This design comes from an exercise in tuning for small area and a short achievable clock period on the open sky130 flow, not from production work.
Only simulation tests tie the RTL to the original design; equivalence was not proved.
No activity file was given, so power comes from the tool's default toggle rates.

### design/flow/config.mk
export PLATFORM = sky130hd
export DESIGN_NAME = Circuit4
export DESIGN_NICKNAME = Circuit4
export VERILOG_FILES = /design/flow/design.v
export SDC_FILE = /design/flow/constraint.sdc
export NUM_CORES = 4
export LEC_CHECK = 0
export CAP_MARGIN = 20
export CORE_MARGIN = 2
export CORE_UTILIZATION = 40
export SETUP_SLACK_MARGIN = 3.7
export SLEW_MARGIN = 20
export TNS_END_PERCENT = 0
### design/flow/constraint.sdc
create_clock -name core_clock -period 7.0 [get_ports {clk}]
set_input_delay 1.4000 -clock core_clock [delete_from_list [all_inputs] [get_ports {clk}]]
set_output_delay 1.4000 -clock core_clock [all_outputs]
set_load 0.01 [all_outputs]
### design/flow/design.v
`timescale 1ns / 1ps
module Prefix #(parameter W = 8, parameter KIND = 0) (P, G, CO);
  input  [W-1:0] P, G;
  output [W-1:0] CO;
  reg [W-1:0] g, p;
  integer i, l;
  always @* begin
    g = G;
    p = P;
    if (KIND == 0) begin
      for (l = 0; (1 << l) < W; l = l + 1)
        for (i = (2 << l) - 1; i < W; i = i + (2 << l)) begin
          g[i] = g[i] | (p[i] & g[i - (1 << l)]);
          p[i] = p[i] & p[i - (1 << l)];
        end
      for (l = 15; l >= 0; l = l - 1)
        if ((2 << l) < W)
          for (i = 3 * (1 << l) - 1; i < W; i = i + (2 << l)) begin
            g[i] = g[i] | (p[i] & g[i - (1 << l)]);
            p[i] = p[i] & p[i - (1 << l)];
          end
    end else if (KIND == 1) begin
      for (l = 0; (1 << l) < W; l = l + 1)
        for (i = W - 1; i >= (1 << l); i = i - 1) begin
          g[i] = g[i] | (p[i] & g[i - (1 << l)]);
          p[i] = p[i] & p[i - (1 << l)];
        end
    end else if (KIND == 2) begin
      for (l = 0; (1 << l) < W; l = l + 1)
        for (i = 0; i < W; i = i + 1)
          if ((i >> l) & 1) begin
            g[i] = g[i] | (p[i] & g[((i >> l) << l) - 1]);
            p[i] = p[i] & p[((i >> l) << l) - 1];
          end
    end else begin
      for (i = 1; i < W; i = i + 1) begin
        g[i] = g[i] | (p[i] & g[i - 1]);
        p[i] = p[i] & p[i - 1];
      end
    end
  end
  assign CO = g;
endmodule
`timescale 1ns / 1ps
`timescale 1ns / 1ps
`timescale 1ns / 1ps
`timescale 1ns / 1ps
`timescale 1ns / 1ps
`timescale 1ns / 1ps
`timescale 1ns / 1ps
module Circuit4(Rst, clk, a, b, c, z, x);
  parameter KLT = 0;    
  parameter KSUM = 0;   
  input clk, Rst;
  input [63:0] a, b, c;
  output reg [31:0] z, x;
  wire [63:0] gab = a & b, pab = a ^ b;
  wire [63:0] gac = a & c, pac = a ^ c;
  wire [63:0] gbc = ~b & c, pbc = ~(b ^ c);    
  wire [31:0] gf = a[31:0] & ~b[31:0];         
  wire [31:0] pf = ~pab[31:0];
  wire [32:0] cab, cac;
  wire [31:0] cf;
  Prefix #(.W(33), .KIND(KSUM)) u_ab (.P(pab[32:0]), .G(gab[32:0]), .CO(cab));
  Prefix #(.W(33), .KIND(KSUM)) u_ac (.P(pac[32:0]), .G(gac[32:0]), .CO(cac));
  Prefix #(.W(32), .KIND(KSUM)) u_f (.P(pf), .G({gf[31:1], gf[0] | pf[0]}), .CO(cf));
  wire [63:0] lab, lac, lbc;
  Prefix #(.W(64), .KIND(KLT)) l_ab (.P(a | b), .G(gab), .CO(lab));
  Prefix #(.W(64), .KIND(KLT)) l_ac (.P(a | c), .G(gac), .CO(lac));
  Prefix #(.W(64), .KIND(KLT)) l_bc (.P(~b | c), .G(gbc), .CO(lbc));
  wire [32:0] d = pab[32:0] ^ {cab[31:0], 1'b0};
  wire [32:0] e = pac[32:0] ^ {cac[31:0], 1'b0};
  wire dEQe = &pbc;
  wire dLTe = lab[63] ^ lac[63] ^ lbc[63];
  wire [32:0] g = dLTe ? d : e;
  wire [31:0] h = pab[31:0] ^ (dEQe ? {cab[30:0], 1'b0} : ~{cf[30:0], 1'b1});
  reg [32:0] greg;
  reg [31:0] hreg;
  reg rstd;
  wire run = ~(Rst | rstd);
  wire xsh = run & dLTe, xkeep = run & ~dLTe;
  wire zsh = run & dEQe, zkeep = run & ~dEQe;
  always @(posedge clk) begin
    greg <= g;
    hreg <= h;
    rstd <= Rst;
    x <= ({32{xsh}} & {hreg[30:0], 1'b0}) | ({32{xkeep}} & hreg);
    z <= ({32{zsh}} & greg[32:1]) | ({32{zkeep}} & greg[31:0]);
  end
endmodule
### design/flow/flow/run.sh
#!/bin/bash
# The standard ORFS layout (standard.sh), with:
#  - synthesis by flow/synth.tcl: the standard script with abc run on
#    flow/abc.script and no full/half-adder extraction;
#  - port buffers of sky130_fd_sc_hd__buf_1 (every input and output port
#    still gets its own buffer);
#  - clock tree synthesis without dummy loads.
# Each tool's full output is in orfs/logs/...; make's own output in make.log.
set -euo pipefail
here=$(pwd)
export MY_ABC_SCRIPT=$here/flow/abc.script
export MY_ABC_D=3000
export BUFFER_PORTS_ARGS="-buffer_cell sky130_fd_sc_hd__buf_1"
export CTS_ARGS="-sink_clustering_enable -repair_clock_nets -dont_use_dummy_load -sink_clustering_size 30 -sink_clustering_max_diameter 120 -buf_list {sky130_fd_sc_hd__clkbuf_4 sky130_fd_sc_hd__clkbuf_8}"
bash standard.sh SYNTH_SCRIPT=$here/flow/synth.tcl finish > make.log 2>&1
### design/flow/flow/abc.script
&get -n
&st
&dch
&nf
&put
buffer -c
topo
stime -c
upsize -c -D 1000
dnsize -c -D 1000
### design/flow/flow/synth.tcl
# The standard synthesis script (synth_recipe.tcl), with two changes made
# by overriding Yosys commands before ORFS's synth.tcl runs:
#  - abc uses the mapping script flow/abc.script (the ORFS call and its
#    liberty, dont_use and constraint arguments are otherwise unchanged);
#  - extract_fa is skipped, so adders stay as plain gates for abc to map.
# Registers, their names and cell types are the same as the standard flow's.
proc synth {args} { yosys synth -nofsm -noshare {*}$args }
proc abc {args} {
  set i [lsearch -exact $args -script]
  lset args [expr {$i + 1}] $::env(MY_ABC_SCRIPT)
  set j [lsearch -exact $args -D]
  if { $j >= 0 } {
    lset args [expr {$j + 1}] $::env(MY_ABC_D)
  } else {
    lappend args -D $::env(MY_ABC_D)
  }
  yosys abc {*}$args
}
proc extract_fa {args} { puts "extract_fa skipped" }
source $::env(SCRIPTS_DIR)/synth.tcl
# left out here: clear keep_hierarchy, flatten, clean up, hide names made inside functions, write 1_2_yosys.v
### design/flow/standard.sh
#!/bin/bash
# synth_recipe.tcl (not shown) runs the flow's synth.tcl, then flattens the netlist and writes it again
# the make line also repeats each setting of config.mk as NAME=value (left out here)
make -C /OpenROAD-flow-scripts/flow DESIGN_CONFIG=/design/flow/config.mk WORK_HOME=/design/flow/orfs CLKGATE_MAP_FILE= SYNTH_SCRIPT=/design/flow/synth_recipe.tcl "${@:-finish}"
==> results of run 1 <==
flip-flops by register name, indices dropped and copies added, names as in the netlist:
| register | flops |
|---|---|
| greg | 33 |
| hreg | 32 |
| rstd | 1 |
| x | 32 |
| z | 32 |
logic make-up after synthesis:
group,Yosys count,synth area share
AND/OR/NAND/NOR,377,0.187
multiplexers,13,0.0137
XOR/XNOR,162,0.157
buffers and inverters,125,0.0574
adder cells (fa/ha/maj),7,0.00730
AO/OA/AOI/OAI,427,0.306
flip-flops,130,0.271
power by group:
group          leakage (nW)  total (mW)  switching [mW]  internal, mW
logic                  3.91        1.15           0.635         0.513
clock network         0.122       0.431           0.218         0.213
registers              1.08        1.04          0.0910         0.946
synth_stat cells, drive strengths merged (6+ instances only):
library cell	count
nand2b	15
mux2i	12
a2bb2oi	7
maj3	7
a22oi	43
o21bai	7
o21ai	87
nor2	106
nor2b	29
o32ai	6
xor2	71
inv	71
a31oi	15
o22ai	44
o211ai	12
dfxtp	130
or2	10
a21boi	8
a21o	7
xnor2	91
nor3	32
nor4	10
and2	7
clkbuf	23
a21oi	74
nand2	120
or3	8
buf	31
nand3	14
a22o	69
worst paths after layout:
kind	end	slack (ns)	depth (start not counted)
max	x[16]$_DFF_P_	3.21	13
min	x[31]$_DFF_P_	0.45	1
max reg2reg	z[31]$_DFF_P_	5.54	3
min reg2reg	x[31]$_DFF_P_	0.45	1
metal layers:
layer  track usage  vias up  routed length (um)
li1              -     5055                   -
met1         0.329     4629               14700
met2         0.392      401               15000
met3        0.0444       55                2280
met4        0.0764        2                 818
met5             0        -                  13
worst register-to-register path: stages (launching register included):
cell and delay (ns):
dfxtp_1 0.67, nor3_2 0.10, buf_4 0.26, a22o_1 0.31
area by class of cell:
class | instances | area, um^2 | area share
Multi-Input combinational cell | 987 | 7270 | 0.574
Sequential cell | 130 | 2600 | 0.206
Timing Repair Buffer | 323 | 1860 | 0.147
Tap cell | 319 | 399 | 0.0315
Inverter | 71 | 277 | 0.0218
Clock buffer | 17 | 234 | 0.0185
Antenna cell | 5 | 12.5 | 0.000989
what timing repair did:
item | in CTS | in global routing
pin swaps | 36 | 60
setup buffers | 28 | 27
gates resized for setup | 131 | 148
hold endpoints to repair | 0 | 0
cloned | 3 | 3
setup endpoints to repair | 128 | 128
==> flow_metrics.env, run 1 <==
export IMPL_tritoncts="done"
export IMPL_cap_violations=0
export IMPL_critPathKind="input port to flip-flop"
export IMPL_syn_inst=1241
export IMPL_rows=56
export IMPL_track_usage=0.243
export IMPL_fin_nets=1724
export IMPL_min_period_over_period=0.541
export IMPL_hp_start="hreg[31]$_DFF_P_"
export IMPL_die_h_um=159
export IMPL_initial_core_util=0.408
export IMPL_worstPathMaxFanout=8
export IMPL_critical_path_top_delay_family="simple AND/OR/NAND/NOR gates"
export IMPL_yosys_area_top_type="dfxtp_1"
export IMPL_final_common_cell="buf_1"
export IMPL_hpwl_um=25500
export IMPL_cp_slowest_cell="or3_4"
export IMPL_utilization=0.538
export IMPL_num_fill_cells=2338
export IMPL_synth_top_cell_area_share=0.271
export IMPL_timing_final_crit_period_ns=3.79
export IMPL_synth_cell_types=76
export IMPL_finalSetupViolations=0
export IMPL_grt_max_degree=43
export IMPL_synth_ff_type="dfxtp_1"
export IMPL_viasPerCell=5.48
export IMPL_p_per_area_nw_per_um2=207
export IMPL_cts_root_buf="clkbuf_8"
export IMPL_avgRoutedWirePerCell_um=17.7
export IMPL_worst_pin_slew_ns=0.735
export IMPL_hold_viol=0
export IMPL_p_total_mw=2.62
export IMPL_final_cell_mix="buf_1, dfxtp_1, nand2_1, nor2_1, o21ai_0"
export IMPL_ys_seq_elements=130
export IMPL_place_area_um2=10900
export IMPL_ir_worst_vdd_v=0.000131
export IMPL_fmaxAchievable_ghz=0.264
export IMPL_cts_hold_buf=0
export IMPL_cp_cell_sequence="buf_4 > xor2_4 > nand4_1 > or3_4 > or2_4 > o21ai_4 > a41oi_2 > xor2_2 > xnor2_4 > nor3b_4 > buf_12 > clkbuf_16 > a22o_1"
export IMPL_skew_ns=0.0139
export IMPL_firstDrtPassIters=6
export IMPL_overflow=0
export IMPL_fin_area_um2=12700
export IMPL_drtAntennaViolNets=0
export IMPL_crit_path_start="a[21]"
export IMPL_synth_async_reset_ratio=0
export IMPL_worstPathRequired_ns=7.35
export IMPL_synthToLayoutAreaGrowth_pct=31.9
export IMPL_clkLatencyLatePin_ns=0.41
export IMPL_pre_cts_ws_ns=1.55
export IMPL_fin_cells=1852
export IMPL_grt_pass1_wl_um=49300
export IMPL_cts_buffers=17
export IMPL_grt_setup_unrepaired="yes"
export IMPL_vias=10100
export IMPL_num_io_pins=258
export IMPL_slew_headroom=0.510
export IMPL_end_kind="flip-flop"
export IMPL_synth_edf_count=0
export IMPL_drive_above_1_share=0.188
export IMPL_drv_slew=0
export IMPL_hold_class="flip-flop to flip-flop"
export IMPL_rr_startpoint="rstd$_DFF_P_"
export IMPL_antenna_found_initial=5
export IMPL_max_clock_path_buffers=2
export IMPL_setup_slack_ns=3.21
export IMPL_gp_congestion=0.948
export IMPL_coreArea_um2=23500
export IMPL_slowest_delay_ns=0.41
export IMPL_whs_ns=0.451
export IMPL_arrival_ns=4.13
export IMPL_drc_errors=0
export IMPL_syn_nets=1435
export IMPL_yosys_warnings=4
export IMPL_clk_transition_reported_paths_ns=0.05
export IMPL_cp_start_kind="input port"
export IMPL_status="finished clean"
export IMPL_critPathBufInv=3
export IMPL_port_buffers=257
export IMPL_synthesis_area_um2=9600
export IMPL_grt_pass1_vias=9439
export IMPL_yosysSeqAreaShare=0.271
export IMPL_dp_cells=1769
export IMPL_totalWireLength_um=32800
export IMPL_die_x_um=159
export IMPL_die_area_um2=25200
export IMPL_clkSinkCount=130
export IMPL_syn_avg_cell_area_um2=7.73
export IMPL_drt_iter0_drc=786
export IMPL_p_leak_nw=5.11
export IMPL_tns_ns=0
export IMPL_h_tree_depth=4
export IMPL_ys_top_cells_by_area="dfxtp_1, xnor2_1, a22o_1, xor2_1, nand2_1"
==> run 2: changes to the inputs <==
==> design/flow/flow/abc.script (replaced) <==
strash
balance
rewrite
refactor
balance
rewrite -z
refactor -z
balance
dch -f
map -D 1000
topo
buffer -c
stime -c
upsize -c -D 1000
dnsize -c -D 1000
--- a/design/flow/config.mk
+++ b/design/flow/config.mk
@@ -7,7 +7,7 @@
 export LEC_CHECK = 0
 export CAP_MARGIN = 20
 export CORE_MARGIN = 2
-export CORE_UTILIZATION = 40
+export CORE_UTILIZATION = 50
 export SETUP_SLACK_MARGIN = 3.7
 export SLEW_MARGIN = 20
 export TNS_END_PERCENT = 0
==> run 2 against run 1 <==
Net effect: register-to-register slack worse by 0.04 ns; global-route usage grew 6.8 points; largest cell class unchanged; sequential share of layout area shrank 0.067 points; combinational power down 18%; clock power grew 4%; final area up 0.33%; critical path depth up 2; non-clock buffer count decreased by 30; die area decreased by 15%; cell count grew 21%; core utilization increased by 9.4 points.
==> flow_metrics.env, run 2 <==
export IMPL_critPathKind="input port to flip-flop"
export IMPL_syn_inst=1681
export IMPL_max_clock_path_buffers=2
export IMPL_min_period_over_period=0.480
export IMPL_hold_viol=0
export IMPL_cp_start_kind="input port"
export IMPL_multi_input_area_um2=7030
export IMPL_syn_avg_cell_area_um2=6.05
export IMPL_arrival_ns=3.65
export IMPL_critical_path_top_delay_family="compound AO/OA/AOI/OAI gates"
export IMPL_ys_seq_elements=130
export IMPL_ys_top_cells_by_area="dfxtp_1, nand2_1, inv_1, nor2_1, o21ai_0"
export IMPL_worst_pin_slew_ns=0.473
export IMPL_grt_pass1_wl_um=53600
export IMPL_grt_setup_unrepaired="yes"
export IMPL_slowest_delay_ns=0.26
export IMPL_num_io_pins=258
export IMPL_overflow=0
export IMPL_drv_slew=0
export IMPL_skew_ns=0.0276
export IMPL_cts_buffers=17
export IMPL_hpwl_um=28100
export IMPL_clkSinkCount=130
export IMPL_track_usage=0.311
export IMPL_tns_ns=0
export IMPL_p_per_area_nw_per_um2=182
export IMPL_coreArea_um2=20100
export IMPL_tritoncts="done"
export IMPL_totalWireLength_um=36000
export IMPL_status="finished clean"
export IMPL_cap_violations=0
export IMPL_die_h_um=147
export IMPL_die_area_um2=21500
export IMPL_initial_core_util=0.506
export IMPL_grt_pass1_vias=10700
export IMPL_fmaxAchievable_ghz=0.298
export IMPL_fin_nets=2156
export IMPL_synth_most_common_cell="nand2_1"
export IMPL_critPathBufInv=5
export IMPL_slew_headroom=0.682
export IMPL_final_common_cell="nand2_1"
export IMPL_timing_final_crit_period_ns=3.36
export IMPL_worstPathRequired_ns=7.29
export IMPL_synth_async_reset_ratio=0
export IMPL_vias=12300
export IMPL_antenna_found_initial=4
export IMPL_whs_ns=0.428
export IMPL_rows=52
export IMPL_end_kind="flip-flop"
export IMPL_synth_top_cell_area_share=0.256
export IMPL_synthToLayoutAreaGrowth_pct=24.8
export IMPL_yosys_area_top_type="dfxtp_1"
export IMPL_viasPerCell=5.52
export IMPL_worstPathMaxFanout=10
export IMPL_synth_cell_types=57
export IMPL_drtAntennaViolNets=0
export IMPL_finalSetupViolations=0
export IMPL_drive_above_1_share=0.121
export IMPL_clk_transition_reported_paths_ns=0.08
export IMPL_drc_errors=0
export IMPL_avgRoutedWirePerCell_um=16.1
export IMPL_clkLatencyLatePin_ns=0.41
export IMPL_p_leak_nw=6.11
export IMPL_ir_worst_vdd_v=0.000121
export IMPL_cp_cell_sequence="buf_1 > inv_1 > a22oi_2 > a21oi_1 > a21oi_1 > o221ai_1 > o21ai_1 > nand3_2 > a21oi_4 > buf_4 > nor2_4 > buf_12 > clkbuf_16 > nand2_1 > nand2_1"
export IMPL_num_fill_cells=2034
export IMPL_hold_class="flip-flop to flip-flop"
export IMPL_drt_iter0_drc=1207
export IMPL_cp_slowest_cell="a22oi_2"
export IMPL_die_x_um=147
export IMPL_utilization=0.632
export IMPL_syn_nets=1875
export IMPL_cts_hold_buf=0
export IMPL_synth_edf_count=0
export IMPL_firstDrtPassIters=7
export IMPL_largest_reg_flops=33
export IMPL_grt_max_degree=50
export IMPL_synthesis_area_um2=10200
export IMPL_yosysSeqAreaShare=0.256
export IMPL_port_buffers=257
export IMPL_synth_common_cells="nand2_1, inv_1, nor2_1"
export IMPL_regArea_um2=2600
export IMPL_synth_ff_type="dfxtp_1"
export IMPL_gp_congestion=0.950
export IMPL_top_register="greg"
export IMPL_yosys_warnings=4
export IMPL_cts_root_buf="clkbuf_8"
export IMPL_final_cell_mix="nand2_1, inv_1, buf_1, nor2_1, dfxtp_1"
export IMPL_h_tree_depth=4
-- run 2: tightest hold or removal path, cell delays in order (launching register included) --
cell and delay [ns]:
dfxtp_1 0.31, nand2_1 0.06, nand2_1 0.04
-- run 2: what timing repair did --
action | CTS | global route
buffers inserted | 11 | 13
cloned | 2 | 5
endpoints found under the hold margin | 0 | 0
setup endpoints to repair | 127 | 120
gates resized for setup | 63 | 147
pin swaps | 19 | 32
-- run 2: logic make-up after synthesis --
group / count (synthesis) / synth area share
buffers and inverters: 293 / 0.112
xor gates and xnor gates: 68 / 0.0585
muxes: 1 / 0.000984
DFF: 130 / 0.256
AOI/OAI and AO/OA: 434 / 0.264
and+or+nand+nor: 755 / 0.308
-- run 2: power by group --
part           total (mW)  leakage, nW  internal, mW  switching, mW
registers           0.919         1.08         0.873         0.0462
clock network       0.448        0.122         0.213          0.235
logic               0.946         4.91         0.345          0.601
total                2.31         6.11          1.43          0.882
-- run 2: worst paths after layout --
| path | startpoint | endpoint | slack (ns) | depth (start not counted) |
|---|---|---|---|---|
| min | hreg[7]$_DFF_P_ | x[8]$_DFF_P_ | 0.43 | 2 |
| max | b[23] | x[18]$_DFF_P_ | 3.64 | 15 |
| min reg2reg | hreg[7]$_DFF_P_ | x[8]$_DFF_P_ | 0.43 | 2 |
| max reg2reg | rstd$_DFF_P_ | z[31]$_DFF_P_ | 5.50 | 4 |
-- run 2: area by class of cell --
cell class	instances	area share
antenna	5	0.000985
tap	270	0.0266
timing repair buffer	293	0.118
sequential	130	0.205
inverter	262	0.0775
multi-input combinational	1258	0.554
clock buffer	17	0.0184
-- run 2: layer usage --
metal | routed length [um] | GRT usage
met3 | 3350 | 0.0550
met2 | 15600 | 0.486
met5 | 0 | 0
met4 | 1090 | 0.101
met1 | 16000 | 0.434
-- run 2: metrics by stage --
stage,power [mW],cells,setup slack [ns],cell area (um^2)
6_report,2.31,2235,3.64,12700
5_1_grt,2.45,2234,3.59,12700
4_1_cts,2.22,2212,3.65,12000
3_5_place_dp,1.72,2182,2.32,11400
3_3_place_gp,1.70,2181,2.39,11400
2_1_floorplan,1.46,1681,3.78,10200
==> run 3: changes to the inputs <==
==> design/flow/flow/abc.script (replaced) <==
strash
balance
rewrite
refactor
balance
rewrite -z
refactor -z
balance
dch -f
map -B 0.9
topo
stime -c
buffer -c
upsize -c
dnsize -c
--- a/design/flow/config.mk
+++ b/design/flow/config.mk
@@ -7,7 +7,7 @@
 export LEC_CHECK = 0
 export CAP_MARGIN = 20
 export CORE_MARGIN = 2
-export CORE_UTILIZATION = 50
+export CORE_UTILIZATION = 40
 export SETUP_SLACK_MARGIN = 3.7
 export SLEW_MARGIN = 20
 export TNS_END_PERCENT = 0
==> run 3 against run 2 <==
Net effect: still clean on timing, DRC and antenna; worst setup slack better by 0.083 ns; clock-buffer cell count up 8; flip-flop and latch count unchanged; register-to-register slack worse by 0.19 ns; die area up 30%; critical path depth unchanged; cell count up 12%; via count up 0.33%; clock power up 27%; largest cell class unchanged; largest power group unchanged.
==> flow_metrics.env, run 3 <==
export IMPL_status="finished clean"
export IMPL_port_buffers=257
export IMPL_cp_slowest_cell="o21ai_1"
export IMPL_drc_errors=0
export IMPL_slowest_delay_ns=0.29
export IMPL_cts_buffers=25
export IMPL_grt_max_degree=68
export IMPL_grt_pass1_vias=11100
export IMPL_ir_worst_vdd_v=0.000167
export IMPL_ys_seq_elements=130
export IMPL_coreArea_um2=26100
export IMPL_pwr_share_comb=0.390
export IMPL_min_period_over_period=0.468
export IMPL_drt_iter0_drc=878
export IMPL_totalWireLength_um=35800
export IMPL_synth_cell_types=40
export IMPL_hold_viol=0
export IMPL_viasPerCell=4.95
export IMPL_h_tree_depth=4
export IMPL_critical_path_top_delay_family="simple AND/OR/NAND/NOR gates"
export IMPL_yosysSeqAreaShare=0.245
export IMPL_largest_reg_flops=33
export IMPL_swShare=0.377
export IMPL_skew_ns=0.0180
export IMPL_tns_ns=0
export IMPL_netSwitchingPower_mw=0.919
export IMPL_synth_edf_count=0
export IMPL_syn_nets=2094
export IMPL_slew_headroom=0.567
export IMPL_top_register="greg"
export IMPL_synth_top_cell_area_share=0.245
export IMPL_ys_top_cells_by_area="dfxtp_1, nand2_1, inv_1, nand3_1, nor2_1"
export IMPL_clkSinkCount=130
export IMPL_grt_setup_unrepaired="yes"
export IMPL_vias=12400
export IMPL_synthToLayoutAreaGrowth_pct=18.5
export IMPL_synth_async_reset_ratio=0
export IMPL_die_area_um2=27900
export IMPL_seqPwrFrac=0.377
export IMPL_cts_hold_buf=0
export IMPL_worst_pin_slew_ns=0.650
export IMPL_worstPathRequired_ns=7.34
export IMPL_p_clk_frac=0.233
export IMPL_cp_cell_sequence="buf_1 > nor2_4 > inv_1 > a21oi_4 > nor2_1 > nor2_1 > nand2_1 > a21oi_2 > nand2_2 > a21oi_1 > nand2_2 > nand3_4 > buf_4 > nand2_4 > o21ai_1"
export IMPL_gp_congestion=0.949
export IMPL_critPathBufInv=3
export IMPL_synth_ff_type="dfxtp_1"
export IMPL_hold_class="flip-flop to flip-flop"
export IMPL_fin_nets=2361
export IMPL_final_cell_mix="nand2_1, inv_1, buf_1, nor2_1, nand3_1"
export IMPL_die_x_um=167
export IMPL_syn_inst=1900
export IMPL_rows=59
export IMPL_max_clock_path_buffers=3
export IMPL_die_h_um=167
export IMPL_track_usage=0.242
export IMPL_worstPathMaxFanout=5
export IMPL_hpwl_um=29300
export IMPL_antenna_found_initial=4
export IMPL_p_leak_nw=6.75
export IMPL_tritoncts="done"
export IMPL_p_per_area_nw_per_um2=194
export IMPL_clk_transition_reported_paths_ns=0.07
export IMPL_clkLatencyLatePin_ns=0.46
export IMPL_arrival_ns=3.62
export IMPL_drv_slew=0
export IMPL_critPathKind="input port to flip-flop"
export IMPL_drtAntennaViolNets=0
export IMPL_grt_pass1_wl_um=55100
export IMPL_synth_most_common_cell="nand2_1"
export IMPL_initial_core_util=0.408
export IMPL_cp_start_kind="input port"
export IMPL_p_int_mw=1.52
export IMPL_avgRoutedWirePerCell_um=14.3
export IMPL_synth_common_cells="nand2_1, inv_1, nor2_1"
export IMPL_yosys_area_top_type="dfxtp_1"
export IMPL_num_io_pins=258
export IMPL_fmaxAchievable_ghz=0.305
export IMPL_cts_root_buf="clkbuf_8"
export IMPL_synthesis_area_um2=10600
export IMPL_drive_above_1_share=0.0670
export IMPL_finalSetupViolations=0
export IMPL_pre_cts_ws_ns=2.17
export IMPL_firstDrtPassIters=6
export IMPL_timing_final_crit_period_ns=3.28
export IMPL_syn_avg_cell_area_um2=5.59
export IMPL_overflow=0
export IMPL_cap_violations=0
export IMPL_end_kind="flip-flop"
export IMPL_final_common_cell="nand2_1"
export IMPL_setup_slack_ns=3.72
export IMPL_yosys_warnings=4
[run 3: cell count changes after synthesis, moves of 17 or more]
cell,before,now
nor2_1,202,184
a21oi_1,93,52
o221ai_1,17,0
inv_1,262,300
nand3_1,75,153
nand2_1,392,669
a22oi_1,30,1
[run 3: logic make-up after synthesis]
kind of cell              after synthesis  share of synthesized area
AOI/OAI and AO/OA                     276                      0.149
buffers and inverters                 342                      0.130
DFF                                   130                      0.245
xor gates and xnor gates               64                     0.0528
and+or+nand+nor                      1088                      0.423
[run 3: per-layer routing]
layer	share of wire	GRT usage	vias up
met4	0.025	0.0798	2
li1	-	-	6509
met1	0.46	0.330	5367
met5	0.00036	0	-
met3	0.072	0.0397	58
met2	0.44	0.391	446
[run 3: what timing repair did]
item	CTS	global route
gates cloned	2	4
setup endpoints to repair	116	119
setup buffers	3	2
pin swaps	2	6
resized for setup	25	49
[run 3: worst reg2reg max path, stage by stage, from the launching register on]
cell	delay [ns]
dfxtp_1	0.32
nor2_4	0.09
buf_4	0.54
nand2_4	0.34
o22ai_1	0.30
[run 3: cell type report]
class / instances / area (um^2)
Tap cell: 335 / 419
Timing Repair Buffer: 269 / 1190
Antenna cell: 3 / 7.51
Multi-Input combinational cell: 1431 / 6830
Fill cell: 2883 / 13500
Inverter: 310 / 1190
Sequential cell: 130 / 2600
Clock buffer: 25 / 344
[run 3: final timing paths]
check / slack, ns / startpoint / cells after the start / endpoint
min: 0.45 / hreg[8]$_DFF_P_ / 2 / x[9]$_DFF_P_
min reg2reg: 0.45 / hreg[8]$_DFF_P_ / 2 / x[9]$_DFF_P_
max reg2reg: 5.31 / rstd$_DFF_P_ / 4 / z[29]$_DFF_P_
max: 3.72 / a[21] / 15 / greg[32]$_DFF_P_
[run 3: power groups by stage]
| stage | logic, mW | clock network (mW) | registers [mW] |
|---|---|---|---|
| floorplan | 0.582 | 0 | 0.946 |
| global placement | 0.842 | 0 | 0.936 |
| detailed placement | 0.849 | 0 | 0.935 |
| CTS | 0.893 | 0.587 | 0.919 |
| global route | 1.06 | 0.615 | 0.930 |
| finish | 0.951 | 0.569 | 0.919 |
[run 3: metrics by stage]
stage,hold WS (ns),area (um^2),util,instances,power (mW)
6_report,0.445,12600,0.483,2503,2.44
3_3_place_gp,0.444,11800,0.454,2464,1.78
2_1_floorplan,0.431,10600,-,1900,1.53
3_5_place_dp,0.446,11800,0.454,2464,1.78
5_1_grt,0.461,12600,0.483,2503,2.61
4_1_cts,0.446,12300,0.473,2494,2.40
==> run 4: changes to the inputs <==
--- a/design/flow/config.mk
+++ b/design/flow/config.mk
@@ -5,9 +5,9 @@
 export SDC_FILE = /design/flow/constraint.sdc
 export NUM_CORES = 4
 export LEC_CHECK = 0
-export CAP_MARGIN = 20
+export CAP_MARGIN = 0
 export CORE_MARGIN = 2
 export CORE_UTILIZATION = 40
 export SETUP_SLACK_MARGIN = 3.7
-export SLEW_MARGIN = 20
+export SLEW_MARGIN = 0
 export TNS_END_PERCENT = 0
==> run 4 against run 3 <==
Net effect: sequential share of layout area did not move; critical path depth unchanged; combinational power hardly changed; final area is the same; clock power is essentially flat; clock-buffer cell count stayed put; largest power group unchanged.
==> flow_metrics.env, run 4 <==
export IMPL_status="finished clean"
export IMPL_syn_avg_cell_area_um2=5.59
export IMPL_overflow=0
export IMPL_cts_root_buf="clkbuf_8"
export IMPL_hold_class="flip-flop to flip-flop"
export IMPL_grt_pass1_vias=11100
export IMPL_synth_edf_count=0
export IMPL_p_per_area_nw_per_um2=194
export IMPL_cp_cell_sequence="buf_1 > nor2_4 > inv_1 > a21oi_4 > nor2_1 > nor2_1 > nand2_1 > a21oi_2 > nand2_2 > a21oi_1 > nand2_2 > nand3_4 > buf_4 > nand2_4 > o21ai_1"
export IMPL_yosys_area_top_type="dfxtp_1"
export IMPL_finalSetupViolations=0
export IMPL_top_register="greg"
export IMPL_timing_final_crit_period_ns=3.28
export IMPL_end_kind="flip-flop"
export IMPL_critical_path_top_delay_family="simple AND/OR/NAND/NOR gates"
export IMPL_ys_top_cells_by_area="dfxtp_1, nand2_1, inv_1, nand3_1, nor2_1"
export IMPL_clkLatencyLatePin_ns=0.46
export IMPL_cp_start_kind="input port"
export IMPL_fin_nets=2361
export IMPL_track_usage=0.242
export IMPL_viasPerCell=4.95
export IMPL_drive_above_1_share=0.0670
export IMPL_totalWireLength_um=35800
export IMPL_port_buffers=257
export IMPL_final_cell_mix="nand2_1, inv_1, buf_1, nor2_1, nand3_1"
export IMPL_critPathBufInv=3
export IMPL_synth_async_reset_ratio=0
export IMPL_syn_inst=1900
export IMPL_clk_transition_reported_paths_ns=0.07
export IMPL_cap_violations=0
export IMPL_synthesis_area_um2=10600
export IMPL_ys_seq_elements=130
export IMPL_synthToLayoutAreaGrowth_pct=18.5
export IMPL_antenna_found_initial=4
export IMPL_utilization=0.483
export IMPL_arrival_ns=3.62
export IMPL_coreArea_um2=26100
export IMPL_slowest_delay_ns=0.29
export IMPL_min_period_over_period=0.468
export IMPL_drt_iter0_drc=878
export IMPL_final_common_cell="nand2_1"
export IMPL_worstPathMaxFanout=5
export IMPL_hold_viol=0
export IMPL_worst_pin_slew_ns=0.650
export IMPL_slew_headroom=0.567
export IMPL_synth_cell_types=40
export IMPL_avgRoutedWirePerCell_um=14.3
export IMPL_dp_cells=2464
export IMPL_cts_hold_buf=0
export IMPL_synth_common_cells="nand2_1, inv_1, nor2_1"
export IMPL_worstPathRequired_ns=7.34
export IMPL_gp_congestion=0.949
export IMPL_p_leak_nw=6.75
export IMPL_p_total_mw=2.44
export IMPL_cts_buffers=25
export IMPL_num_io_pins=258
export IMPL_die_x_um=167
export IMPL_fin_cells=2503
export IMPL_ir_worst_vdd_v=0.000167
export IMPL_initial_core_util=0.408
export IMPL_max_clock_path_buffers=3
export IMPL_num_fill_cells=2883
export IMPL_grt_max_degree=68
export IMPL_grt_pass1_wl_um=55100
export IMPL_tritoncts="done"
export IMPL_yosysSeqAreaShare=0.245
export IMPL_die_h_um=167
export IMPL_drtAntennaViolNets=0
export IMPL_drc_errors=0
export IMPL_rows=59
export IMPL_skew_ns=0.0180
export IMPL_critPathKind="input port to flip-flop"
export IMPL_synth_most_common_cell="nand2_1"
export IMPL_syn_nets=2094
export IMPL_h_tree_depth=4
export IMPL_largest_reg_flops=33
export IMPL_firstDrtPassIters=6
export IMPL_grt_setup_unrepaired="yes"
export IMPL_tns_ns=0
export IMPL_synth_ff_type="dfxtp_1"
export IMPL_rrSetupSlack_ns=5.31
export IMPL_clkSinkCount=130
export IMPL_cp_slowest_cell="o21ai_1"
export IMPL_vias=12400
export IMPL_drv_slew=0
export IMPL_yosys_warnings=4
export IMPL_hpwl_um=29300
export IMPL_synth_top_cell_area_share=0.245
export IMPL_fmaxAchievable_ghz=0.305
export IMPL_die_area_um2=27900
## run 4: kinds of logic after synthesis
logic type | synth area share
buf+inv | 0.130
xor+xnor | 0.0528
compound gates | 0.149
flops | 0.245
simple gates | 0.423
## run 4: final timing paths
check,from,end,cells after the start
max,a[21],greg[32]$_DFF_P_,15
min reg2reg,hreg[8]$_DFF_P_,x[9]$_DFF_P_,2
max reg2reg,rstd$_DFF_P_,z[29]$_DFF_P_,4
min,hreg[8]$_DFF_P_,x[9]$_DFF_P_,2
## run 4: metal layers
| metal | global-route usage | vias up | wire, um |
|---|---|---|---|
| li1 | - | 6509 | - |
| met1 | 0.330 | 5367 | 16600 |
| met2 | 0.391 | 446 | 15800 |
| met3 | 0.0397 | 58 | 2590 |
| met4 | 0.0798 | 2 | 886 |
| met5 | 0 | - | 13 |
## run 4: cell type report
class	instances	area [um^2]	share of cell area
Sequential cell	130	2600	0.207
Tap cell	335	419	0.0333
Inverter	310	1190	0.0945
Antenna cell	3	7.51	0.000596
Clock buffer	25	344	0.0273
Multi-Input combinational cell	1431	6830	0.543
Timing Repair Buffer	269	1190	0.0949
## run 4: worst min-delay path, stage by stage, from the launching register on
cell and delay [ns]:
dfxtp_1 0.31, nand3_1 0.07, nand2_1 0.04
## run 4: repair_timing
action	CTS	global route
endpoints found under the setup margin	116	119
gates resized for setup	25	49
pin swaps	2	6
endpoints found under the hold margin	0	0
buffers inserted	3	2
gates cloned	2	4
## run 4: power by group
part / switching, mW / internal [mW]
Clock: 0.254 / 0.315
Combinational: 0.622 / 0.329
Sequential: 0.0429 / 0.876
Total: 0.919 / 1.52
## run 4: stage by stage
stage	setup slack [ns]	area (um^2)	hold slack, ns
finish	3.72	12600	0.445
global route	3.59	12600	0.461
CTS	3.69	12300	0.446
detailed placement	2.17	11800	0.446
global placement	2.08	11800	0.444
floorplan	3.93	10600	0.431
==> run 5: changes to the inputs <==
==> design/flow/config.mk (replaced) <==
export PLATFORM = sky130hd
export DESIGN_NAME = Circuit4
export DESIGN_NICKNAME = Circuit4
export VERILOG_FILES = /design/flow/design.v
export SDC_FILE = /design/flow/constraint.sdc
export NUM_CORES = 4
export LEC_CHECK = 0
export CAP_MARGIN = 20
export CORE_MARGIN = 2
export CORE_UTILIZATION = 40
export SETUP_SLACK_MARGIN = 3.85
export SLEW_MARGIN = 20
export TNS_END_PERCENT = 0
==> run 5 against run 4 <==
Net effect: via count rose by 0.82%; synthesized cell count did not move; core utilization rose by 2.8 points; worst setup slack improved by 0.14 ns; critical path type unchanged; largest cell class unchanged.
==> flow_metrics.env, run 5 <==
export IMPL_drt_iter0_drc=939
export IMPL_reg2reg_depth=4
export IMPL_yosys_area_top_type="dfxtp_1"
export IMPL_largest_reg_flops=33
export IMPL_port_buffers=257
export IMPL_whs_ns=0.441
export IMPL_gp_congestion=0.949
export IMPL_grt_setup_unrepaired="yes"
export IMPL_firstDrtPassIters=5
export IMPL_cts_hold_buf=0
export IMPL_synth_async_reset_ratio=0
export IMPL_arrival_ns=3.49
export IMPL_die_area_um2=27900
export IMPL_num_fill_cells=2836
export IMPL_syn_inst=1900
export IMPL_drc_errors=0
export IMPL_finalSetupViolations=0
export IMPL_drv_slew=0
export IMPL_fmaxAchievable_ghz=0.319
export IMPL_p_total_mw=2.53
export IMPL_end_kind="flip-flop"
export IMPL_synth_edf_count=0
export IMPL_rows=59
export IMPL_cts_root_buf="clkbuf_8"
export IMPL_clkSinkCount=130
export IMPL_cp_start_kind="input port"
export IMPL_hp_start="hreg[8]$_DFF_P_"
export IMPL_tritoncts="done"
export IMPL_track_usage=0.248
export IMPL_utilization=0.511
export IMPL_slew_headroom=0.573
export IMPL_max_clock_path_buffers=3
export IMPL_worst_pin_slew_ns=0.640
export IMPL_ys_top_cells_by_area="dfxtp_1, nand2_1, inv_1, nand3_1, nor2_1"
export IMPL_grt_pass1_wl_um=56200
export IMPL_antenna_found_initial=5
export IMPL_ys_seq_elements=130
export IMPL_grt_pass1_vias=11300
export IMPL_hold_viol=0
export IMPL_ir_worst_vdd_v=0.000180
export IMPL_viasPerCell=4.94
export IMPL_hold_class="flip-flop to flip-flop"
export IMPL_drive_above_1_share=0.142
export IMPL_yosys_warnings=4
export IMPL_final_cell_mix="nand2_1, inv_1, buf_1, nor2_1, nand3_1"
export IMPL_top_usage_layer="met2"
export IMPL_synthesis_area_um2=10600
export IMPL_synth_common_cells="nand2_1, inv_1, nor2_1"
export IMPL_timing_final_crit_period_ns=3.14
export IMPL_synth_ff_type="dfxtp_1"
export IMPL_rr_startpoint="rstd$_DFF_P_"
export IMPL_initial_core_util=0.408
export IMPL_clkLatencyLatePin_ns=0.46
export IMPL_status="finished clean"
export IMPL_h_tree_depth=4
export IMPL_cap_violations=0
export IMPL_p_per_area_nw_per_um2=190
export IMPL_synth_top_cell_area_share=0.245
export IMPL_skew_ns=0.0206
export IMPL_clk_transition_reported_paths_ns=0.07
export IMPL_p_leak_nw=7.13
export IMPL_reg2reg_to="z[31]$_DFF_P_"
export IMPL_fin_nets=2386
export IMPL_cts_buffers=25
export IMPL_grtUsageMet1=0.335
export IMPL_die_x_um=167
export IMPL_overflow=0
export IMPL_drtAntennaViolNets=0
export IMPL_syn_nets=2094
export IMPL_use_met2=0.397
export IMPL_totalWireLength_um=37100
export IMPL_multi_input_area_um2=7180
export IMPL_synth_most_common_cell="nand2_1"
export IMPL_worstPathMaxFanout=5
export IMPL_critPathKind="input port to flip-flop"
export IMPL_hold_path_end="x[9]$_DFF_P_"
export IMPL_synth_cell_types=40
export IMPL_tns_ns=0
export IMPL_coreArea_um2=26100
export IMPL_yosysSeqAreaShare=0.245
export IMPL_worstPathRequired_ns=7.35
export IMPL_hold_path_depth=2
export IMPL_grtUsageMet3=0.0454
export IMPL_syn_avg_cell_area_um2=5.59
export IMPL_regArea_um2=2600
export IMPL_avgRoutedWirePerCell_um=14.7
export IMPL_num_io_pins=258
export IMPL_die_h_um=167
export IMPL_grt_max_degree=68
export IMPL_synthToLayoutAreaGrowth_pct=25.3
export IMPL_hpwl_um=29300
export IMPL_final_common_cell="nand2_1"
export IMPL_rrSetupSlack_ns=5.33
export IMPL_min_period_over_period=0.448
export IMPL_vias=12500
export IMPL_top_register="greg"
## run 5: metrics by stage
stage	worst slack [ns]	std cells	cell area, um^2
after floorplan	3.93	1900	10600
after global placement	2.08	2464	11800
after detailed placement	2.17	2464	11800
after CTS	3.83	2504	12600
after global routing	3.76	2529	13300
final	3.86	2529	13300
## run 5: how the worst max path moves through the flow
stage | from | slack, ns | depth (start not counted) | to
floorplan | b[1] | 3.93 | 18 | greg[13]$_DFF_P_
global placement | c[22] | 2.08 | 12 | z[29]$_DFF_P_
detailed placement | b[23] | 2.17 | 13 | z[29]$_DFF_P_
CTS | a[24] | 3.83 | 15 | x[14]$_DFF_P_
global route | a[21] | 3.76 | 17 | x[14]$_DFF_P_
finish | a[63] | 3.86 | 15 | greg[7]$_DFF_P_
## run 5: final cells by class
class / instances / share of cell area
multi-input cells: 1431 / 0.540
flip-flops and latches: 130 / 0.196
repair buffers: 294 / 0.117
inverters: 310 / 0.0894
well taps: 335 / 0.0315
clock buffers: 25 / 0.0259
diodes: 4 / 0.000752
## run 5: layer usage
layer,share of wire,wire [um]
met1,0.45,16800
met4,0.027,1020
met2,0.44,16500
met5,0.00043,16
met3,0.075,2780
## run 5: logic make-up (layout without fill, tap and decap cells)
group,after synthesis,count (layout),share of synthesized area
flip-flops,130,130,0.245
AO/OA/AOI/OAI,276,276,0.149
buffers and inverters,342,629,0.130
other,0,4,0
XOR/XNOR,64,64,0.0528
AND/OR/NAND/NOR,1088,1091,0.423
## run 5: repair_timing
| action | CTS | global route |
|---|---|---|
| setup endpoints to repair | 122 | 124 |
| pin swaps | 11 | 50 |
| buffers inserted | 9 | 16 |
| gates resized for setup | 56 | 190 |
| hold endpoints to repair | 0 | 0 |
| gates cloned | 6 | 5 |
## run 5: power by group
part	leakage (nW)	internal, mW	switching [mW]
Clock	0.180	0.315	0.256
Sequential	1.08	0.876	0.0433
Combinational	5.86	0.383	0.657
## run 5: critical path, cell delays in order
cell     delay (ns)
buf_1          0.15
inv_1          0.10
a21oi_2        0.19
nand2_1        0.12
nor2_2         0.14
nand3_1        0.14
nor2_1         0.14
and3_1         0.21
nand2_2        0.06
nand2_1        0.10
nand2_4        0.08
nand3_4        0.13
buf_12         0.15
nand2_4        0.09
o21ai_1        0.28
==> run 6: changes to the inputs <==
==> design/flow/flow/abc.script (replaced) <==
strash
balance
rewrite
refactor
balance
rewrite -z
refactor -z
balance
dch -f
map -D 1000
topo
buffer -c
stime -c
upsize -c -D 1000
dnsize -c -D 1000
--- a/design/flow/config.mk
+++ b/design/flow/config.mk
@@ -8,6 +8,6 @@
 export CAP_MARGIN = 20
 export CORE_MARGIN = 2
 export CORE_UTILIZATION = 40
-export SETUP_SLACK_MARGIN = 3.85
+export SETUP_SLACK_MARGIN = 3.7
 export SLEW_MARGIN = 20
 export TNS_END_PERCENT = 0
==> run 6 against run 5 <==
Net effect: flip-flop and latch count stayed put; clock skew is 0.0062 ns higher; clock power is 21% lower; worst hold slack worse by 0.0029 ns; clock-buffer cell count is 8 lower; critical endpoint is now x[8]$_DFF_P_.
==> flow_metrics.env, run 6 <==
export IMPL_grt_pass1_wl_um=58000
export IMPL_avgRoutedWirePerCell_um=16.7
export IMPL_clkSinkCount=130
export IMPL_pre_cts_ws_ns=2.32
export IMPL_p_per_area_nw_per_um2=183
export IMPL_worstPathMaxFanout=8
export IMPL_synth_cell_types=57
export IMPL_initial_core_util=0.405
export IMPL_synth_common_cells="nand2_1, inv_1, nor2_1"
export IMPL_hold_viol=0
export IMPL_vias=12200
export IMPL_worst_pin_slew_ns=0.615
export IMPL_end_kind="flip-flop"
export IMPL_hold_path_depth=2
export IMPL_port_buffers=257
export IMPL_cp_start_kind="input port"
export IMPL_grt_max_degree=46
export IMPL_track_usage=0.276
export IMPL_cts_root_buf="clkbuf_8"
export IMPL_drtAntennaViolNets=0
export IMPL_dp_cells=2242
export IMPL_largest_reg_flops=33
export IMPL_synth_ff_type="dfxtp_1"
export IMPL_slew_headroom=0.587
export IMPL_cp_slowest_cell="o22ai_2"
export IMPL_ir_worst_vdd_v=0.0000956
export IMPL_num_io_pins=258
export IMPL_grt_setup_unrepaired="yes"
export IMPL_cts_buffers=17
export IMPL_viasPerCell=5.31
export IMPL_p_leak_nw=6.18
export IMPL_grt_pass1_vias=11200
export IMPL_yosysSeqAreaShare=0.256
export IMPL_fmaxAchievable_ghz=0.300
export IMPL_hpwl_um=30600
export IMPL_die_x_um=163
export IMPL_synthToLayoutAreaGrowth_pct=27.3
export IMPL_synth_most_common_cell="nand2_1"
export IMPL_h_tree_depth=4
export IMPL_fin_area_um2=13000
export IMPL_cap_violations=0
export IMPL_hold_class="flip-flop to flip-flop"
export IMPL_place_area_um2=11400
export IMPL_antenna_found_initial=2
export IMPL_drc_errors=0
export IMPL_drt_iter0_drc=1005
export IMPL_gp_congestion=0.943
export IMPL_synth_edf_count=0
export IMPL_fin_nets=2154
export IMPL_rrSetupSlack_ns=5.43
export IMPL_max_clock_path_buffers=2
export IMPL_p_total_mw=2.37
export IMPL_timing_final_crit_period_ns=3.33
export IMPL_tns_ns=0
export IMPL_setup_slack_ns=3.67
export IMPL_final_common_cell="nand2_1"
export IMPL_reg2reg_depth=7
export IMPL_hp_start="hreg[13]$_DFF_P_"
export IMPL_overflow=0
export IMPL_slowest_delay_ns=0.26
export IMPL_ys_seq_elements=130
export IMPL_reg2reg_to="x[8]$_DFF_P_"
export IMPL_fin_cells=2290
export IMPL_tritoncts="done"
export IMPL_yosys_warnings=4
export IMPL_utilization=0.516
export IMPL_clk_transition_reported_paths_ns=0.08
export IMPL_top_register="greg"
export IMPL_worstPathRequired_ns=7.37
export IMPL_final_cell_mix="nand2_1, inv_1, buf_1, nor2_1, dfxtp_1"
export IMPL_syn_avg_cell_area_um2=6.05
export IMPL_status="finished clean"
export IMPL_cp_cell_sequence="buf_1 > inv_1 > o22ai_2 > o221ai_1 > a21oi_1 > a21oi_1 > o221ai_2 > o21ai_1 > nand3_2 > a21oi_4 > buf_12 > buf_8 > nor2_4 > clkbuf_16 > nand2_1 > nand2_1"
export IMPL_drive_above_1_share=0.135
export IMPL_rows=58
export IMPL_synth_top_cell_area_share=0.256
export IMPL_hold_path_end="x[14]$_DFF_P_"
export IMPL_clkLatencyLatePin_ns=0.42
export IMPL_rr_startpoint="rstd$_DFF_P_"
export IMPL_firstDrtPassIters=8
export IMPL_syn_nets=1875
export IMPL_finalSetupViolations=0
export IMPL_syn_inst=1681
export IMPL_synth_async_reset_ratio=0
export IMPL_min_period_over_period=0.476
export IMPL_coreArea_um2=25100
export IMPL_yosys_area_top_type="dfxtp_1"
export IMPL_synthesis_area_um2=10200
export IMPL_die_area_um2=26700
export IMPL_totalWireLength_um=38300
export IMPL_drv_slew=0
export IMPL_critPathKind="input port to flip-flop"
export IMPL_die_h_um=163
export IMPL_ys_top_cells_by_area="dfxtp_1, nand2_1, inv_1, nor2_1, o21ai_0"
export IMPL_arrival_ns=3.70
export IMPL_whs_ns=0.438
export IMPL_skew_ns=0.0268
run 6: changes by cell type after synthesis, sizes merged, moves of 15 or more:
| cell | delta |
|---|---|
| inv | -48 |
| a21oi | +41 |
| o21bai | +15 |
| a22oi | +29 |
| o221ai | +17 |
| nand3 | -79 |
| nand2 | -291 |
run 6: report_power, final:
group	switching (mW)	total, mW	internal, mW
logic	0.616	0.992	0.376
clock network	0.239	0.452	0.213
registers	0.0487	0.922	0.873
total	0.903	2.37	1.46
run 6: worst max-delay path, delay by kind of cell:
kind | cells | cell delay, ns
buffers and inverters | 5 | 0.78
AO/OA/AOI/OAI | 7 | 1.10
AND/OR/NAND/NOR | 4 | 0.40
run 6: worst max-delay path by stage:
stage          depth (start not counted)  start               end  slack, ns
2_1_floorplan                         11   b[7]  hreg[27]$_DFF_P_       3.78
3_3_place_gp                          13  b[53]     x[28]$_DFF_P_       2.34
3_5_place_dp                          11  b[24]      z[0]$_DFF_P_       2.32
4_1_cts                               15  a[54]   greg[9]$_DFF_P_       3.62
5_1_grt                               16  b[31]     x[12]$_DFF_P_       3.59
6_report                              16  c[20]      x[8]$_DFF_P_       3.67
run 6: layout make-up:
cell class              instances  area (um^2)
flip-flops and latches        130         2600
fillers                      2701        12200
clock buffers                  17          234
inverters                     262          983
repair buffers                290         1570
well taps                     330          413
diodes                          2         5.00
multi-input cells            1259         7140
run 6: layer usage:
layer,routed length [um],vias up,GRT usage,part of all wire
met5,0,-,0,0
met4,1280,0,0.0893,0.033
met3,2900,73,0.0488,0.076
met2,16800,501,0.445,0.44
met1,17300,5418,0.374,0.45
li1,-,6174,-,-
run 6: logic make-up (layout without fill, tap and decap cells):
group / after synthesis / in the layout / share of synthesized area
flops: 130 / 130 / 0.256
simple gates: 755 / 756 / 0.308
other cells: 0 / 2 / 0
xor+xnor: 68 / 68 / 0.0585
buf+inv: 293 / 569 / 0.112
mux: 1 / 1 / 0.000984
compound gates: 434 / 434 / 0.264
run 6: timing repair:
item | in CTS | in global routing
pin swaps | 21 | 44
endpoints found under the setup margin | 125 | 125
hold buffers | 0 | 0
setup buffers | 9 | 12
resized for setup | 80 | 186
cloned | 5 | 3
==> run 7: changes to the inputs <==
--- a/design/flow/flow/run.sh
+++ b/design/flow/flow/run.sh
@@ -4,7 +4,7 @@
 #    flow/abc.script and no full/half-adder extraction;
 #  - port buffers of sky130_fd_sc_hd__buf_1 (every input and output port
 #    still gets its own buffer);
-#  - clock tree synthesis without dummy loads.
+#  - clock tree synthesis without dummy loads, from clkbuf_4/clkbuf_8 cells.
 # Each tool's full output is in orfs/logs/...; make's own output in make.log.
 set -euo pipefail
 here=$(pwd)
==> design/flow/flow/abc.script (replaced) <==
strash
balance
rewrite
refactor
balance
rewrite -z
refactor -z
balance
dch -f
map -B 0.9
topo
stime -c
buffer -c
upsize -c
dnsize -c
--- a/design/flow/config.mk
+++ b/design/flow/config.mk
@@ -8,6 +8,6 @@
 export CAP_MARGIN = 20
 export CORE_MARGIN = 2
 export CORE_UTILIZATION = 40
-export SETUP_SLACK_MARGIN = 3.7
+export SETUP_SLACK_MARGIN = 3.55
 export SLEW_MARGIN = 20
 export TNS_END_PERCENT = 0
==> run 7 against run 6 <==
Net effect: combinational power decreased by 11%; total power increased by 0.14%; global-route usage fell by 3.5 points; non-clock buffer count shrank 29; cell count rose by 8.9%; register-to-register slack lost 0.32 ns; sequential power barely moved; synthesized cell count rose by 13%; worst setup slack got worse by 0.12 ns.
==> flow_metrics.env, run 7 <==
export IMPL_whs_ns=0.440
export IMPL_grt_max_degree=68
export IMPL_grt_pass1_wl_um=55000
export IMPL_seqPwrFrac=0.388
export IMPL_syn_nets=2094
export IMPL_port_buffers=257
export IMPL_gp_congestion=0.949
export IMPL_hpwl_um=29300
export IMPL_vias=12200
export IMPL_critPathKind="input port to flip-flop"
export IMPL_netSwitchingPower_mw=0.889
export IMPL_die_x_um=167
export IMPL_drv_slew=0
export IMPL_clk_transition_reported_paths_ns=0.07
export IMPL_final_cell_mix="nand2_1, inv_1, buf_1, nor2_1, nand3_1"
export IMPL_num_fill_cells=2894
export IMPL_final_common_cell="nand2_1"
export IMPL_synth_edf_count=0
export IMPL_synth_cell_types=40
export IMPL_cts_root_buf="clkbuf_8"
export IMPL_largest_reg_flops=33
export IMPL_drive_above_1_share=0.0450
export IMPL_fin_area_um2=12300
export IMPL_fmaxAchievable_ghz=0.290
export IMPL_finalSetupViolations=0
export IMPL_clkLatencyLatePin_ns=0.45
export IMPL_cp_start_kind="input port"
export IMPL_p_int_mw=1.48
export IMPL_place_area_um2=11800
export IMPL_synthToLayoutAreaGrowth_pct=15.7
export IMPL_synth_async_reset_ratio=0
export IMPL_pwr_share_comb=0.373
export IMPL_ir_worst_vdd_v=0.000167
export IMPL_yosysSeqAreaShare=0.245
export IMPL_p_clk_frac=0.240
export IMPL_cts_hold_buf=0
export IMPL_p_leak_nw=6.60
export IMPL_firstDrtPassIters=5
export IMPL_synth_common_cells="nand2_1, inv_1, nor2_1"
export IMPL_yosys_warnings=4
export IMPL_fin_nets=2352
export IMPL_timing_final_crit_period_ns=3.45
export IMPL_synthesis_area_um2=10600
export IMPL_min_period_over_period=0.493
export IMPL_synth_most_common_cell="nand2_1"
export IMPL_track_usage=0.242
export IMPL_ys_top_cells_by_area="dfxtp_1, nand2_1, inv_1, nand3_1, nor2_1"
export IMPL_h_tree_depth=4
export IMPL_skew_ns=0.0210
export IMPL_top_register="greg"
export IMPL_syn_inst=1900
export IMPL_overflow=0
export IMPL_synth_top_cell_area_share=0.245
export IMPL_avgRoutedWirePerCell_um=14.0
export IMPL_clkSinkCount=130
export IMPL_rows=59
export IMPL_yosys_area_top_type="dfxtp_1"
export IMPL_ys_seq_elements=130
export IMPL_p_per_area_nw_per_um2=193
export IMPL_cts_buffers=25
export IMPL_hold_viol=0
export IMPL_arrival_ns=3.84
export IMPL_end_kind="flip-flop"
export IMPL_worst_pin_slew_ns=0.620
export IMPL_viasPerCell=4.90
export IMPL_cap_violations=0
export IMPL_tns_ns=0
export IMPL_totalWireLength_um=34900
export IMPL_grt_setup_unrepaired="yes"
export IMPL_max_clock_path_buffers=3
export IMPL_die_area_um2=27900
export IMPL_slew_headroom=0.586
export IMPL_swShare=0.375
export IMPL_postCtsSetupBuffers=0
export IMPL_worstPathRequired_ns=7.39
export IMPL_status="finished clean"
export IMPL_drtAntennaViolNets=0
export IMPL_tritoncts="done"
export IMPL_die_h_um=167
export IMPL_hold_class="flip-flop to flip-flop"
export IMPL_syn_avg_cell_area_um2=5.59
export IMPL_antenna_found_initial=4
export IMPL_drc_errors=0
export IMPL_initial_core_util=0.408
export IMPL_coreArea_um2=26100
export IMPL_synth_ff_type="dfxtp_1"
export IMPL_num_io_pins=258
export IMPL_worstPathMaxFanout=46
export IMPL_drt_iter0_drc=975
export IMPL_grt_pass1_vias=11100
-- run 7: cell count changes in the layout (fill, tap and decap cells not counted), sizes merged, moves of 14 or more --
| cell | change |
|---|---|
| a21oi | -41 |
| a22oi | -29 |
| buf | +15 |
| clkbuf | -35 |
| inv | +48 |
| nand2 | +293 |
| nand3 | +79 |
| nor2 | -15 |
| o21bai | -15 |
| o221ai | -17 |
| o22ai | -14 |
-- run 7: worst paths after layout --
kind	start	to	slack [ns]	cells past startpoint
min reg2reg	hreg[8]$_DFF_P_	x[9]$_DFF_P_	0.44	2
max	b[7]	greg[28]$_DFF_P_	3.55	16
max reg2reg	rstd$_DFF_P_	z[29]$_DFF_P_	5.11	4
min	hreg[8]$_DFF_P_	x[9]$_DFF_P_	0.44	2
-- run 7: what timing repair did --
item | 4_1_cts | 5_1_grt
setup endpoints to repair | 112 | 115
gates resized for setup | 15 | 4
gates cloned | 2 | 0
pin swaps | 1 | 0
-- run 7: cell families (layout without fill, tap and decap cells) --
family	count (synthesis)	after routing	share of synthesized area
and+or+nand+nor	1088	1090	0.423
buffers and inverters	342	596	0.130
AOI/OAI and AO/OA	276	276	0.149
DFF	130	130	0.245
xor gates and xnor gates	64	64	0.0528
other	0	3	0
-- run 7: layer usage --
layer | track usage | vias to the layer above | part of all wire
met5 | 0 | - | 0.00037
met4 | 0.0798 | 2 | 0.025
met3 | 0.0397 | 55 | 0.070
met2 | 0.389 | 404 | 0.43
met1 | 0.329 | 5262 | 0.47
li1 | - | 6486 | -
-- run 7: stage by stage --
| stage | utilization | std cells | power, mW | setup slack (ns) |
|---|---|---|---|---|
| CTS | 0.470 | 2491 | 2.38 | 3.53 |
| detailed placement | 0.454 | 2464 | 1.78 | 2.17 |
| global route | 0.471 | 2494 | 2.54 | 3.35 |
| finish | 0.471 | 2494 | 2.37 | 3.55 |
| floorplan | - | 1900 | 1.53 | 3.93 |
| global placement | 0.454 | 2464 | 1.78 | 2.08 |
-- run 7: layout make-up --
class	count	area [um^2]	share of cell area
sequential	130	2600	0.212
antenna	3	7.51	0.000611
tap	335	419	0.0341
clock buffer	25	344	0.0280
timing repair buffer	261	1010	0.0826
multi-input combinational	1430	6730	0.548
inverter	310	1170	0.0951
-- run 7: worst max-delay path, stage by stage --
cell	delay, ns
buf_1	0.13
nor2_2	0.18
a21oi_1	0.08
a21oi_2	0.22
nand2_1	0.16
nand2_1	0.14
nand2_2	0.13
nand2_1	0.11
nand2_2	0.10
nand2_1	0.08
nand2_1	0.08
nand2_4	0.19
a21boi_4	0.22
buf_8	0.29
nand3_1	0.18
nand2_1	0.14
-- run 7: power groups by stage --
stage	clock [mW]	combinational [mW]	sequential [mW]
5_1_grt	0.614	0.993	0.930
6_report	0.568	0.883	0.919
3_3_place_gp	0	0.842	0.936
4_1_cts	0.587	0.876	0.919
3_5_place_dp	0	0.849	0.935
2_1_floorplan	0	0.582	0.946
==> run 8: changes to the inputs <==
--- a/design/flow/config.mk
+++ b/design/flow/config.mk
@@ -8,6 +8,6 @@
 export CAP_MARGIN = 20
 export CORE_MARGIN = 2
 export CORE_UTILIZATION = 40
-export SETUP_SLACK_MARGIN = 3.55
+export SETUP_SLACK_MARGIN = 3.7
 export SLEW_MARGIN = 20
 export TNS_END_PERCENT = 0
==> run 8 against run 7 <==
Net effect: clock skew fell by 0.0029 ns; register-to-register slack improved by 0.20 ns; cell count rose by 0.36%; worst hold slack improved by 0.0046 ns; combinational power rose by 7.7%; non-clock buffer count rose by 8; final area rose by 2.5%; synthesized cell count did not move.
==> flow_metrics.env, run 8 <==
export IMPL_synthesis_area_um2=10600
export IMPL_totalWireLength_um=35800
export IMPL_cap_violations=0
export IMPL_slew_headroom=0.567
export IMPL_synth_most_common_cell="nand2_1"
export IMPL_synth_async_reset_ratio=0
export IMPL_die_x_um=167
export IMPL_status="finished clean"
export IMPL_clkSinkCount=130
export IMPL_synthToLayoutAreaGrowth_pct=18.5
export IMPL_tns_ns=0
export IMPL_synth_edf_count=0
export IMPL_gp_congestion=0.949
export IMPL_avgRoutedWirePerCell_um=14.3
export IMPL_fin_cells=2503
export IMPL_timing_final_crit_period_ns=3.28
export IMPL_overflow=0
export IMPL_die_area_um2=27900
export IMPL_final_common_cell="nand2_1"
export IMPL_end_kind="flip-flop"
export IMPL_yosys_warnings=4
export IMPL_hpwl_um=29300
export IMPL_antenna_found_initial=4
export IMPL_p_leak_nw=6.75
export IMPL_track_usage=0.242
export IMPL_coreArea_um2=26100
export IMPL_critical_path_top_delay_family="simple AND/OR/NAND/NOR gates"
export IMPL_fmaxAchievable_ghz=0.305
export IMPL_syn_inst=1900
export IMPL_place_area_um2=11800
export IMPL_rows=59
export IMPL_min_period_over_period=0.468
export IMPL_grt_max_degree=68
export IMPL_hold_class="flip-flop to flip-flop"
export IMPL_slowest_delay_ns=0.29
export IMPL_critPathBufInv=3
export IMPL_hold_path_depth=2
export IMPL_p_per_area_nw_per_um2=194
export IMPL_grt_pass1_vias=11100
export IMPL_hold_viol=0
export IMPL_worst_pin_slew_ns=0.650
export IMPL_reg2reg_depth=4
export IMPL_drc_errors=0
export IMPL_cts_root_buf="clkbuf_8"
export IMPL_h_tree_depth=4
export IMPL_dp_cells=2464
export IMPL_drtAntennaViolNets=0
export IMPL_yosys_area_top_type="dfxtp_1"
export IMPL_max_clock_path_buffers=3
export IMPL_finalSetupViolations=0
export IMPL_port_buffers=257
export IMPL_initial_core_util=0.408
export IMPL_cp_cell_sequence="buf_1 > nor2_4 > inv_1 > a21oi_4 > nor2_1 > nor2_1 > nand2_1 > a21oi_2 > nand2_2 > a21oi_1 > nand2_2 > nand3_4 > buf_4 > nand2_4 > o21ai_1"
export IMPL_firstDrtPassIters=6
export IMPL_ys_seq_elements=130
export IMPL_cp_start_kind="input port"
export IMPL_utilization=0.483
export IMPL_ys_top_cells_by_area="dfxtp_1, nand2_1, inv_1, nand3_1, nor2_1"
export IMPL_critPathKind="input port to flip-flop"
export IMPL_synth_cell_types=40
export IMPL_drv_slew=0
export IMPL_largest_reg_flops=33
export IMPL_final_cell_mix="nand2_1, inv_1, buf_1, nor2_1, nand3_1"
export IMPL_grt_setup_unrepaired="yes"
export IMPL_cts_buffers=25
export IMPL_yosysSeqAreaShare=0.245
export IMPL_synth_common_cells="nand2_1, inv_1, nor2_1"
export IMPL_worstPathMaxFanout=5
export IMPL_viasPerCell=4.95
export IMPL_tritoncts="done"
export IMPL_fin_nets=2361
export IMPL_p_total_mw=2.44
export IMPL_synth_top_cell_area_share=0.245
export IMPL_num_io_pins=258
export IMPL_clkLatencyLatePin_ns=0.46
export IMPL_drive_above_1_share=0.0670
export IMPL_vias=12400
export IMPL_syn_nets=2094
export IMPL_grt_pass1_wl_um=55100
export IMPL_arrival_ns=3.62
export IMPL_clk_transition_reported_paths_ns=0.07
export IMPL_drt_iter0_drc=878
export IMPL_syn_avg_cell_area_um2=5.59
export IMPL_cp_slowest_cell="o21ai_1"
export IMPL_die_h_um=167
export IMPL_skew_ns=0.0180
export IMPL_top_register="greg"
export IMPL_synth_ff_type="dfxtp_1"
export IMPL_ir_worst_vdd_v=0.000167
export IMPL_cp_num_cells=15
export IMPL_num_fill_cells=2883
export IMPL_fin_area_um2=12600
export IMPL_worstPathRequired_ns=7.34
==> run 8: repair_timing <==
| item | CTS | global route |
|---|---|---|
| resized for setup | 25 | 49 |
| gates cloned | 2 | 4 |
| endpoints found under the hold margin | 0 | 0 |
| pin swaps | 2 | 6 |
| endpoints found under the setup margin | 116 | 119 |
| hold buffers | 0 | 0 |
| setup buffers | 3 | 2 |
==> run 8: report_power, final <==
group	internal (mW)	leakage, nW	switching [mW]
Combinational	0.329	5.48	0.622
Clock	0.315	0.180	0.254
Sequential	0.876	1.08	0.0429
Total	1.52	6.75	0.919
==> run 8: cells by family (layout without fill, tap and decap cells) <==
family	Yosys count	after routing	share of synthesized area
simple gates	1088	1091	0.423
other cells	0	3	0
xor+xnor	64	64	0.0528
buf+inv	342	604	0.130
flops	130	130	0.245
compound gates	276	276	0.149
==> run 8: final cells by class <==
cell class              instances  area, um^2  share of cell area
diodes                          3        7.51            0.000596
clock buffers                  25         344              0.0273
inverters                     310        1190              0.0945
multi-input cells            1431        6830               0.543
flip-flops and latches        130        2600               0.207
well taps                     335         419              0.0333
repair buffers                269        1190              0.0949
==> run 8: layer usage <==
layer	vias to the layer above	track usage	part of all wire
li1	6509	-	-
met1	5367	0.330	0.46
met2	446	0.391	0.44
met3	58	0.0397	0.072
met4	2	0.0798	0.025
met5	-	0	0.00036
==> run 8: final timing paths <==
kind / start / endpoint / slack [ns]
worst max-delay path: a[21] / greg[32]$_DFF_P_ / 3.72
worst min-delay path: hreg[8]$_DFF_P_ / x[9]$_DFF_P_ / 0.45
worst max register to register: rstd$_DFF_P_ / z[29]$_DFF_P_ / 5.31
worst min register to register: hreg[8]$_DFF_P_ / x[9]$_DFF_P_ / 0.45
==> run 8: worst register-to-register path, stage by stage, from the launching register on <==
cell and delay (ns):
dfxtp_1 0.32, nor2_4 0.09, buf_4 0.54, nand2_4 0.34
o22ai_1 0.30
==> run 8: metrics by stage <==
stage | hold WS [ns] | setup slack [ns]
5_1_grt | 0.461 | 3.59
3_3_place_gp | 0.444 | 2.08
2_1_floorplan | 0.431 | 3.93
3_5_place_dp | 0.446 | 2.17
6_report | 0.445 | 3.72
4_1_cts | 0.446 | 3.69

-- separate check: timing with driven ports --
The flow's constraints put no driver on any port. The routed layouts listed below were extracted and timed again, unchanged, in two steps.
Step 1: set_driving_cell puts a clkbuf_16 on clk and a buf_2 on each other input, an assumption about the parent block.
Step 2 moves the port delays by t, midway between the first and last clock arrival at a register: inputs arrive t later, outputs are due t later. That takes back most of the time a late clock gives input paths.
Slacks: ideal ports / drivers / drivers and shift; pairs: ideal ports / drivers.
| run | t, ns | setup WS [ns] | worst setup path after step 2 | worst data-port slew with drivers (ns) | cell pins on the clock port's net |
|---|---|---|---|---|---|
| run 1 | 0.437 | 3.212 / 3.195 / 2.758 | input to register | 0.08 | 1 |
| run 2 | 0.443 | 3.640 / 3.651 / 3.208 | input to register | 0.10 | 1 |
| run 3 | 0.484 | 3.723 / 3.722 / 3.238 | input to register | 0.08 | 1 |
| run 4 | 0.484 | 3.723 / 3.722 / 3.238 | input to register | 0.08 | 1 |
| run 5 | 0.485 | 3.862 / 3.875 / 3.390 | input to register | 0.08 | 1 |
| run 6 | 0.441 | 3.669 / 3.668 / 3.227 | input to register | 0.08 | 1 |
| run 7 | 0.481 | 3.549 / 3.561 / 3.080 | input to register | 0.08 | 1 |
| run 8 | 0.484 | 3.723 / 3.722 / 3.238 | input to register | 0.08 | 1 |
After both steps setup and hold are still met in every run listed.
